From an optimization exercise on the open Yosys and OpenROAD flow, aimed at small area and a short achievable clock period; shortcuts taken in it are not production practice.
For this run, only the layout was checked, not whether the RTL still works.
Power figures rest on the tool's default switching activity, not on a simulated workload.

## flow/design.v

```verilog
module adder(input [31:0] a, 
	     input [31:0] b,
	     output [31:0] result);
	assign result = (a + b);
endmodule
module bit_shift_left(input [31:0] in, input [31:0] n, output [31:0] out);
	assign out = in << n;
endmodule
module sign_ext(input [15:0] in, output[31:0] out);
	assign out = {{16{in[15]}}, {in[15:0]}};
endmodule
module mux_two_inputs(input sel, 
		      input [31:0] in_1, 
		      input [31:0] in_2,
		      output [31:0] out);
	assign out = (sel) ? in_2 : in_1;
endmodule
module program_counter(input clock, 
		       input reset, 
		       input jump_enable,
		       input [31:0] jump_address,
		       output  [31:0] pc_value);
	reg [31:0] register_pc;
	wire [31:0] pc_plus_four; 
	always @(posedge clock or posedge reset) begin
		if(reset) begin
			register_pc <= 0;
		end 
		else begin
			register_pc <= (jump_enable) ? jump_address : pc_plus_four;
		end
	end
	assign pc_plus_four = register_pc + 32'd4;
	assign pc_value = register_pc;
endmodule
module pipeline_register_IF_ID(input clock,
			       input reset,
			       input [31:0] IF_instruction, 
			       input [31:0] IF_pc_register,
			       output reg [31:0] ID_instruction,
			       output reg [31:0] ID_pc_register);
	always @(posedge clock or posedge reset) begin
		if(reset) begin
			ID_instruction <= 0;
			ID_pc_register <= 0;
		end
		else begin
			ID_instruction <= IF_instruction;
			ID_pc_register <= IF_pc_register;
		end
	end
endmodule
module pipeline_register_ID_EX(input clock,
			       input reset,
			       input [4:0] ID_rs, 
			       input [4:0] ID_rt, 
			       input [4:0] ID_rd,
			       input [4:0] ID_sa,
			       input [31:0] ID_imm,
			       input [31:0] ID_read_data_1, 
			       input [31:0] ID_read_data_2,
			       input [1:0] ID_alu_operand_source,
			       input [5:0] ID_alu_control,
			       input ID_dm_write_enable,
			       input ID_rm_write_data_source,
			       input ID_rm_write_enable,
			       output reg [4:0] EX_rs, 
			       output reg [4:0] EX_rt, 
			       output reg [4:0] EX_rd,
			       output reg [4:0] EX_sa,
			       output reg [31:0] EX_imm,
			       output reg [31:0] EX_write_data_1,
			       output reg [31:0] EX_write_data_2,
			       output reg [1:0] EX_alu_operand_source,
			       output reg [5:0] EX_alu_control,
			       output reg EX_dm_write_enable,
			       output reg EX_rm_write_data_source,
			       output reg EX_rm_write_enable);
	always @(posedge clock or posedge reset) begin
		if(reset) begin
			EX_rs <= 0;
			EX_rt <= 0;
			EX_rd <= 0;
			EX_sa <= 0;
			EX_imm <= 0;
			EX_write_data_1 <= 0;
			EX_write_data_2 <= 0;
			EX_alu_operand_source <= 0;
			EX_alu_control <= 0;
			EX_dm_write_enable <= 0;
			EX_rm_write_data_source <= 0;
			EX_rm_write_enable <= 0;
		end
		else begin
			EX_rs <= ID_rs;
			EX_rt <= ID_rt;
			EX_rd <= ID_rd;
			EX_sa <= ID_sa;
			EX_imm <= ID_imm;
			EX_write_data_1 <= ID_read_data_1;
			EX_write_data_2 <= ID_read_data_2;
			EX_alu_operand_source <= ID_alu_operand_source;
			EX_alu_control <= ID_alu_control;
			EX_dm_write_enable <= ID_dm_write_enable;
			EX_rm_write_data_source <= ID_rm_write_data_source;
			EX_rm_write_enable <= ID_rm_write_enable;
		end	
	end
endmodule
module pipeline_register_EX_MEM(input clock,
				input reset, 
				input [31:0] EX_alu_result,
				input [31:0] EX_read_data_2,
				input [4:0] EX_write_reg_1,
				input EX_dm_write_enable,
				input EX_rm_write_data_source,
				input EX_rm_write_enable,
				output reg [31:0] MEM_alu_result,
				output reg [31:0] MEM_read_data_2,
				output reg [4:0] MEM_write_reg_1,
				output reg MEM_dm_write_enable,
				output reg MEM_rm_write_data_source,
				output reg MEM_rm_write_enable);
	always @(posedge clock or posedge reset) begin
		if(reset) begin
			MEM_alu_result <= 0;
			MEM_read_data_2 <= 0;
			MEM_write_reg_1 <= 0;
			MEM_dm_write_enable <= 0;
			MEM_rm_write_data_source <= 0;
			MEM_rm_write_enable <= 0;
		end
		else begin
			MEM_alu_result <= EX_alu_result;
			MEM_read_data_2 <= EX_read_data_2;
			MEM_write_reg_1 <= EX_write_reg_1;
			MEM_dm_write_enable <= EX_dm_write_enable;
			MEM_rm_write_data_source <= EX_rm_write_data_source;
			MEM_rm_write_enable <= EX_rm_write_enable;
		end
	end
endmodule
module pipeline_register_MEM_WB(input clock,
				input reset,
				input [4:0] MEM_write_reg_1,
				input [31:0] MEM_alu_result,
				input [31:0] MEM_dm_read_data,
				input MEM_rm_write_data_source,
				input MEM_rm_write_enable,
				output reg [4:0] WB_write_reg_1,
				output reg [31:0] WB_alu_result,
				output reg [31:0] WB_dm_read_data,
				output reg WB_rm_write_data_source,
				output reg WB_rm_write_enable);
	always @(posedge clock or posedge reset) begin
		if(reset) begin
			WB_write_reg_1 <= 0;
			WB_alu_result <= 0;
			WB_dm_read_data <= 0;
			WB_rm_write_data_source <= 0;
			WB_rm_write_enable <= 0;
		end 
		else begin
			WB_write_reg_1 <= MEM_write_reg_1;
			WB_alu_result <= MEM_alu_result;
			WB_dm_read_data <= MEM_dm_read_data;
			WB_rm_write_data_source <= MEM_rm_write_data_source;
			WB_rm_write_enable <= MEM_rm_write_enable;
		end
	end
endmodule
module alu(input [31:0] operand_a,
	input [31:0] operand_b,
	input [5:0] control,
	output reg signed [31:0] result,
	output operands_are_equal,
	output result_is_zero);
	wire [31:0] result_wire;
	always @(*) begin 
		case(control) 
			6'd1: result = operand_a + operand_b;
			6'd2: result = operand_a & operand_b;
			6'd3:  result = operand_a | operand_b;
			6'd4: result = operand_a - operand_b;
			6'd5: result = operand_a ^ operand_b;
			default: result = 32'h0;
		endcase
	end
	assign operands_are_equal = (operand_a == operand_b) ? 1 : 0;
	assign result_is_zero = (result == 0) ? 1 : 0;
endmodule
module control_unit(input [5:0] instruction_opcode,
		    input [5:0] instruction_func,
		    output reg pc_jump_enable,
		    output reg pc_conditional_branch,
		    output reg [1:0] alu_operand_source,
		    output reg [5:0] alu_control,
		    output reg dm_write_enable, 
		    output reg rm_write_data_source,
		    output reg rm_write_enable); 
	always @(*) begin
		pc_jump_enable = 0;
		pc_conditional_branch = 0;
		alu_operand_source = 2'b01;
		alu_control = 6'd0;
		dm_write_enable = 0;
		rm_write_data_source = 1'b0;
		rm_write_enable = 0;
		case(instruction_opcode) 
			6'h0: decode_r_type_instruction();
			6'b001000: decode_i_type_instruction_addi();
			6'b001100: decode_i_type_instruction_andi();
			6'b000100: decode_i_type_instruction_beq();
			6'b101011: decode_i_type_instruction_sw();
			6'b100011: decode_i_type_instruction_lw();
			default: ;
		endcase
	end
	task decode_r_type_instruction;
		begin	
			case(instruction_func)
				6'b100000: begin
					dm_write_enable = 0;
					pc_jump_enable = 0;
					rm_write_enable = 1;
					alu_control = 6'd1;
				end
				6'b100100: begin 
					dm_write_enable = 0;
					pc_jump_enable = 0;
					rm_write_enable = 1;
					alu_control = 6'd2;
				end
				6'b001000: begin
					dm_write_enable = 0;
					pc_jump_enable = 1;
					pc_conditional_branch = 0;
					rm_write_enable = 0;
					alu_control = 6'd1;
				end
				6'b100010: begin
					dm_write_enable = 0;
					pc_jump_enable = 0;
					rm_write_enable = 1;
				       	alu_control = 6'd4;
				end
				6'b100110: begin 
					dm_write_enable = 0;
					pc_jump_enable = 0;
					rm_write_enable = 1;
					alu_control = 6'd5;
				end
				6'b000000: begin
					dm_write_enable = 0;
					pc_jump_enable = 0;
					rm_write_enable = 0;
					alu_control = 6'd0;
				end
				default: ;
			endcase
		end
	endtask
	task decode_i_type_instruction_addi;
		begin
			dm_write_enable = 0;
			pc_jump_enable = 0;
			rm_write_enable = 1;
			rm_write_data_source = 1'b0;
			alu_operand_source = 2'b10;
			alu_control = 6'd1;
		end
	endtask
	task decode_i_type_instruction_andi;
		begin
			dm_write_enable = 0;
			pc_jump_enable = 0;
			rm_write_enable = 1;
			rm_write_data_source = 1'b0;
			alu_operand_source = 2'b10;
			alu_control = 6'd2;
		end
	endtask
	task decode_i_type_instruction_beq;
		begin
			dm_write_enable = 0;
			pc_jump_enable = 1;
			pc_conditional_branch = 1;
			rm_write_enable = 0;
			rm_write_data_source = 1'b0;
			alu_operand_source = 2'b10;
			alu_control = 6'd0;
		end
	endtask
	task decode_i_type_instruction_sw;
		begin
			dm_write_enable = 1;
			pc_jump_enable = 0;
			rm_write_enable = 0;
			alu_operand_source = 2'b10;
			alu_control = 6'd1;
		end
	endtask
	task decode_i_type_instruction_lw;
		begin
			dm_write_enable = 0;
			pc_jump_enable = 0;
			rm_write_enable = 1;
			rm_write_data_source = 1'b1;
			alu_operand_source = 2'b10;
			alu_control = 6'd1;
		end
	endtask
endmodule
module registers_memory(input clock,
			input reset,
			input [4:0] read_reg_1,
		        input [4:0] read_reg_2, 
			input [4:0] write_reg,
			input [31:0] write_data,
			input write_enable, 
			output [31:0] read_data_1,
			output [31:0] read_data_2);	
	reg [31:0] registers [1:31];
	parameter REGISTERS_N = 32;
	parameter REGISTER_RZERO = 0;
	integer i;
	always @(negedge clock) begin
		if(reset) begin
			for(i=1; i < REGISTERS_N; i=i+1) begin
				registers[i] <= 0;
			end	
		end
		else begin 
			if(write_enable && write_reg != REGISTER_RZERO) begin
				registers[write_reg] <= write_data;
			end
		end
	end
	assign read_data_1 = (read_reg_1 == REGISTER_RZERO) ? 32'h0000_0000 : registers[read_reg_1];
	assign read_data_2 = (read_reg_2 == REGISTER_RZERO) ? 32'h0000_0000 : registers[read_reg_2];
endmodule
module core(input clock,
	    input reset,
	    input [31:0] IF_instruction,
	    output [31:0] pc_register,
	    output [31:0] dmem_address,
	    output [31:0] dmem_write_data,
	    output dmem_write_enable,
	    output dmem_read_enable,
	    input [31:0] dmem_read_data,
	    output wb_enable,
	    output [4:0] wb_register,
	    output [31:0] wb_data);
	wire pc_jump_enable;
	wire cu_pc_jump_enable;
        wire [31:0] pc_jump_address;
	program_counter pc(clock,
	       		   reset, 
			   pc_jump_enable, 
			   pc_jump_address, 
			   pc_register);
	wire [31:0] ID_instruction;
	wire [31:0] ID_pc_register;
	pipeline_register_IF_ID IF_ID(clock,
				      reset,
				      IF_instruction,
				      pc_register,
				      ID_instruction,
				      ID_pc_register);
	wire [4:0] rm_read_reg_1 = ID_instruction[25:21];
	wire [4:0] rm_read_reg_2 = ID_instruction[20:16];
	wire [4:0] rm_write_reg_1;
	wire [31:0] rm_write_data;
	wire rm_write_enable;
	wire [31:0] rm_read_data_1;
	wire [31:0] rm_read_data_2;
	registers_memory rm(clock, 
			    reset,
	       		    rm_read_reg_1,
	       		    rm_read_reg_2,
	       		    rm_write_reg_1,
	       		    rm_write_data, 
			    rm_write_enable, 
			    rm_read_data_1, 
			    rm_read_data_2);
	wire [1:0] cu_alu_operand_source;
	wire [5:0] cu_alu_control;
	wire cu_dm_write_enable;
	wire cu_rm_write_data_source;
	wire cu_rm_write_enable;
	wire cu_pc_conditional_branch_sel;
	control_unit cu(ID_instruction[31:26],
			ID_instruction[5:0],
			cu_pc_jump_enable,
			cu_pc_conditional_branch_sel,
			cu_alu_operand_source,
			cu_alu_control, 
			cu_dm_write_enable,
			cu_rm_write_data_source,
			cu_rm_write_enable);
	assign pc_jump_enable = cu_pc_jump_enable &
				(~cu_pc_conditional_branch_sel | (rm_read_data_1 == rm_read_data_2));
	wire [31:0] ID_imm;
	sign_ext se16to32b(ID_instruction[15:0],
	       		   ID_imm);
	wire [31:0] pc_branch_address;
	wire [31:0] ID_imm_shifted;
	bit_shift_left bsl(ID_imm, 
			   2, 
			   ID_imm_shifted);
	adder pcadd(ID_pc_register,  
		    ID_imm_shifted,
		    pc_branch_address);
	mux_two_inputs m1(cu_pc_conditional_branch_sel,
			  rm_read_data_1,
			  pc_branch_address,
			  pc_jump_address);
	wire [4:0] EX_rs;
	wire [4:0] EX_rt;
	wire [4:0] EX_rd;
	wire [4:0] EX_sa;
	wire [31:0] EX_imm;
	wire [31:0] EX_rm_read_data_1;
	wire [31:0] EX_rm_read_data_2;
	wire [1:0] EX_alu_operand_source;
	wire [5:0] EX_alu_control;
	wire EX_dm_write_enable;
	wire EX_rm_write_data_source;
	wire EX_rm_write_enable;
	pipeline_register_ID_EX ID_EX(clock,
				      reset,
				      ID_instruction[25:21],
				      ID_instruction[20:16],
				      ID_instruction[15:11],
				      ID_instruction[10:6],
				      ID_imm,
				      rm_read_data_1,
				      rm_read_data_2,
				      cu_alu_operand_source,
				      cu_alu_control,
				      cu_dm_write_enable,
				      cu_rm_write_data_source,
				      cu_rm_write_enable,
				      EX_rs,
				      EX_rt,
				      EX_rd,
				      EX_sa,
				      EX_imm,
				      EX_rm_read_data_1,
				      EX_rm_read_data_2,
				      EX_alu_operand_source,
				      EX_alu_control,
				      EX_dm_write_enable,
				      EX_rm_write_data_source,
				      EX_rm_write_enable);
	reg [31:0] alu_operand_a;
	reg [31:0] alu_operand_b;
	reg [4:0] dst_register;
	wire [31:0] alu_result;
	wire operands_are_equal;
	wire result_is_zero;
	always @(*) begin
		case(EX_alu_operand_source) 
			2'b10: begin
				alu_operand_a = EX_rm_read_data_1;
				alu_operand_b = EX_imm;
				dst_register = EX_rt;
			end
			default: begin
				alu_operand_a = EX_rm_read_data_1;
				alu_operand_b = EX_rm_read_data_2;
				dst_register = EX_rd;
			end
		endcase
	end
	alu alu32b(alu_operand_a,
	       	   alu_operand_b,
	           EX_alu_control, 
		   alu_result, 
		   operands_are_equal, 
		   result_is_zero);
	wire [31:0] MEM_alu_result;
	wire [31:0] MEM_rm_read_data_2;
	wire [4:0] MEM_rm_write_reg_1;
	wire MEM_dm_write_enable;
	wire MEM_rm_write_data_source;
	wire MEM_rm_write_enable;
	pipeline_register_EX_MEM EX_MEM(clock,
					reset,
					alu_result,
					EX_rm_read_data_2,
					dst_register,
					EX_dm_write_enable,
					EX_rm_write_data_source,
					EX_rm_write_enable,
					MEM_alu_result,
					MEM_rm_read_data_2,
					MEM_rm_write_reg_1,
					MEM_dm_write_enable,
					MEM_rm_write_data_source,
					MEM_rm_write_enable);	
	wire [31:0] dm_read_data = dmem_read_data;
	assign dmem_address = MEM_alu_result;
	assign dmem_write_data = MEM_rm_read_data_2;
	assign dmem_write_enable = MEM_dm_write_enable;
	assign dmem_read_enable = MEM_rm_write_enable & MEM_rm_write_data_source;
	wire [31:0] WB_alu_result;
	wire [31:0] WB_dm_read_data;
	wire [4:0] WB_rm_write_reg_1;
	wire WB_rm_write_data_source;
	wire WB_rm_write_enable;
	pipeline_register_MEM_WB MEM_WB(clock,
					reset,
					MEM_rm_write_reg_1,
					MEM_alu_result,
					dm_read_data,
					MEM_rm_write_data_source,
					MEM_rm_write_enable,
					WB_rm_write_reg_1,
					WB_alu_result,
					WB_dm_read_data,
					WB_rm_write_data_source,
					WB_rm_write_enable);
	assign rm_write_enable = WB_rm_write_enable;
	assign wb_enable = WB_rm_write_enable;
	assign wb_register = WB_rm_write_reg_1;
	assign wb_data = rm_write_data;
	assign rm_write_reg_1 = WB_rm_write_reg_1;
	mux_two_inputs m2(WB_rm_write_data_source,
			  WB_alu_result,
			  WB_dm_read_data,
			  rm_write_data);
endmodule
```

## flow/constraint.sdc

```tcl
create_clock -name core_clock -period 11.0 [get_ports {clock}]
set_input_delay 2.2000 -clock core_clock [delete_from_list [all_inputs] [get_ports {clock}]]
set_output_delay 2.2000 -clock core_clock [all_outputs]
set_load 0.01 [all_outputs]
```

## flow/config.mk

```make
export PLATFORM = sky130hd
export DESIGN_NAME = core
export DESIGN_NICKNAME = core
export VERILOG_FILES = /design/flow/design.v
export SDC_FILE = /design/flow/constraint.sdc
export NUM_CORES = 4
export LEC_CHECK = 0
export CAP_MARGIN = 20
export CORE_MARGIN = 2
export CORE_UTILIZATION = 40
export SLEW_MARGIN = 20
```

## flow/run.sh

```bash
#!/bin/bash
# synth_recipe.tcl (not shown) runs the flow's synth.tcl, then flattens the netlist and writes it again
# the make line also repeats each setting of config.mk as NAME=value (left out here)
make -C /OpenROAD-flow-scripts/flow DESIGN_CONFIG=/design/flow/config.mk WORK_HOME=/design/flow/orfs CLKGATE_MAP_FILE= SYNTH_SCRIPT=/design/flow/synth_recipe.tcl finish
```

==> results.txt <==
-- layer usage --
layer	part of all wire, %	wire [um]
met5	0.012	28
met3	12	28130
met2	46	106400
met1	38	89120
met4	3.9	9035
-- final timing paths --
path	from	endpoint	depth (start not counted)
max reg2reg	rm.registers[30][20]$_SDFFCE_NN0P_	pc.register_pc[22]$_DFF_PP0_	12
min in group asynchronous	reset	IF_ID.ID_instruction[16]$_DFF_PP0_	2
min reg2reg	ID_EX.EX_rm_write_enable$_DFF_PP0_	EX_MEM.MEM_rm_write_enable$_DFF_PP0_	0
max in group asynchronous	reset	EX_MEM.MEM_alu_result[21]$_DFF_PP0_	6
max	rm.registers[30][20]$_SDFFCE_NN0P_	pc.register_pc[22]$_DFF_PP0_	12
min	ID_EX.EX_rm_write_enable$_DFF_PP0_	EX_MEM.MEM_rm_write_enable$_DFF_PP0_	0
-- sequential cells by signal (all words and copies together), names as in the netlist, 2 cells and up --
signal,count
ID_EX.EX_rt,5
pc.register_pc,32
ID_EX.EX_rd,5
rm.registers,1021
ID_EX.EX_write_data_1,32
IF_ID.ID_instruction,32
MEM_WB.WB_write_reg_1,5
MEM_WB.WB_alu_result,32
EX_MEM.MEM_alu_result,32
EX_MEM.MEM_write_reg_1,5
ID_EX.EX_alu_control,3
MEM_WB.WB_dm_read_data,32
ID_EX.EX_alu_operand_source,2
ID_EX.EX_imm,11
EX_MEM.MEM_read_data_2,32
IF_ID.ID_pc_register,32
ID_EX.EX_write_data_2,32
-- where the power goes --
group          switching (mW)  internal [mW]  total [mW]
Clock                    3.20           3.54        6.73
Sequential              0.194           5.76        5.95
Combinational            1.05          0.670        1.72
-- worst max-delay path: stages (launching register included) --
cell and delay [ns]:
edfxtp_1 0.39, mux4_2 0.48, a22o_1 0.28, a31oi_1 0.53
o211ai_1 0.53, xor2_1 0.53, nor4_1 0.15, nand3_1 0.15
nor4_1 0.07, buf_4 0.16, nor2_4 0.79, buf_4 0.31
mux2i_1 0.18
-- final cells by class --
type / instances / area (um2) / area share (%)
tap: 2218 / 2775 / 3.376
multi-input combinational: 3309 / 27160 / 33.05
clock buffer: 187 / 4282 / 5.209
sequential: 1353 / 38990 / 47.43
antenna: 1 / 2.502 / 0.003045
inverter: 144 / 548.0 / 0.6668
clock inverter: 1121 / 4725 / 5.748
timing repair buffer: 379 / 3711 / 4.515
-- cell families (layout without fill, tap and decap cells) --
logic type	Yosys count	count (layout)	share of synthesized area, %
simple gates	1591	1591	9.727
flops	1353	1353	57.41
mux	779	779	18.80
compound gates	651	651	6.459
buf+inv	577	1831	3.548
xor+xnor	134	134	1.729
fa+ha+maj	125	125	2.326
other cells	1	30	0.005524
-- cell usage after synthesis, types with 5 or more instances --
master | count | share of area (%)
buf_4 | 17 | 0.19
o21ai_0 | 113 | 0.83
xnor2_1 | 74 | 0.95
dfrtp_1 | 332 | 12
or3_1 | 9 | 0.083
buf_1 | 37 | 0.20
nor3_1 | 24 | 0.18
nand2b_1 | 18 | 0.17
or2_2 | 5 | 0.046
a31oi_1 | 29 | 0.27
mux4_2 | 394 | 13
a21oi_1 | 101 | 0.74
mux2_2 | 8 | 0.13
mux2i_1 | 372 | 5.5
xor2_1 | 60 | 0.77
nor2b_1 | 21 | 0.19
a21o_1 | 23 | 0.25
mux2_4 | 5 | 0.11
nand4_1 | 40 | 0.37
o21bai_1 | 6 | 0.066
and2_1 | 16 | 0.15
and3_1 | 20 | 0.18
a221oi_1 | 25 | 0.32
o21a_1 | 17 | 0.19
a211o_1 | 14 | 0.18
nand2_1 | 221 | 1.2
a211oi_1 | 16 | 0.18
nor2_1 | 1092 | 6.0
edfxtp_1 | 1021 | 45
and3b_1 | 5 | 0.065
buf_2 | 89 | 0.66
nand3b_1 | 5 | 0.055
nor3b_1 | 8 | 0.088
nor4_1 | 15 | 0.14
nand3_1 | 77 | 0.57
inv_1 | 144 | 0.80
clkbuf_1 | 280 | 1.5
a22oi_1 | 224 | 2.5
buf_6 | 9 | 0.15
o22ai_1 | 29 | 0.27
o31ai_1 | 11 | 0.12
ha_1 | 123 | 2.3
o211ai_1 | 7 | 0.077
-- through the flow --
stage          worst slack, ns  utilization [%]  hold slack (ns)
2_1_floorplan           0.7504                -           0.3312
3_3_place_gp            0.5145            43.33           0.3325
3_5_place_dp            0.5280            43.33           0.3347
4_1_cts                 0.9790            48.66           0.3454
5_1_grt                 0.7814            48.66           0.3514
6_report                0.7978            48.66           0.3455
==> flow_summary.ini <==
[status]
status = timing/DRC/antenna clean

[finish]
final_net_count = 6555
n_fill_cell = 14890
fin_area_um2 = 82190
final_common_cell = inv_1
final_cell_mix = inv_1 (1,181), nor2_1 (1,087), edfxtp_1 (1,021), mux4_2 (394), mux2i_1 (340)
syn_to_final_growth_pct = 21.08
layout-drive-gt1-share_pct = 14.29
stdcell_count = 8712

[critical_path]
cp.required_ns = 11.70
crit_fanout = 26
cp.arrival_ns = 10.90
cp-start-kind = register
r2r_slack_ns = 0.80
critPathKind = reg2reg
end_kind = register

[placed_design]
place_congestion = 0.9135
io_buffer_count = 201
placed_cells = 7404
dp_hpwl_um = 155000
placed_area_um2 = 73190

[synth]
syn_area_um2 = 67880
ys_types = 69
postSynthCellCount = 5211
ys_ff_latch = 1353
ys_warn_count = 9
async_reset_ff_share_pct = 24.54
yosysSeqAreaShare_pct = 57.41
synth_area_per_cell_um2 = 13.03
synthFlopType = edfxtp_1
synth_edf_count = 1021

[flow_run]
maxCapViolations = 0

[power_and_ir_drop]
irDropWorstVdd_mv = 0.1419
power_density_nw_per_um2 = 175.2
finalPower_mw = 14.40
p_leak_nw = 34.58

[global_route]
top_usage_layer = met2
use_met2_pct = 40.26
gr-usage-met3_pct = 8.874
grt.overflow.total = 0
antenna_found_initial = 7
grt_pass1_wl_um = 334300
grt_max_degree = 114
grt_pass1_vias = 52000
grtUsageTotal_pct = 26.55
grtUsageMet1_pct = 34.30

[die]
rows = 151
ios = 202
coreArea_um2 = 168900
dieHeight_um = 416.0
start_util_pct = 40.19
die-area_um2 = 173000
chipWidth_um = 416.0

[clocking]
clk_latency_ns = 0.81
cts_setup_buffers = 0
clock-sinks = 1353
hold_buffers = 0
numCtsBuffers = 156
max-clock-path-buffers = 3
cts_max_level = 4
clk_pin_slew_ns = 0.06
cts_tree = done
cts-resized-gates = 0
clockRootBuffer = clkbuf_16

[detailed_routing]
vias_per_cell = 5.836
via_count = 50840
drc = 0
routedWlPerCell_um = 26.72
dr.pass1.iters = 5
drtIter0Drc = 6711
wirelength_um = 232800
ant_nets = 0

[timing]
setup_viol = 0
fin_worst_skew_ns = 0.05490
worstMarginPinSlew_ns = 1.143
rsz0062_at_grt = false
report.final.hold_viol_count = 0
tns_ns = 0
slew_violations = 0
max-slew-margin-rel_pct = 22.98

[hold_path]
hp-class = reg2reg
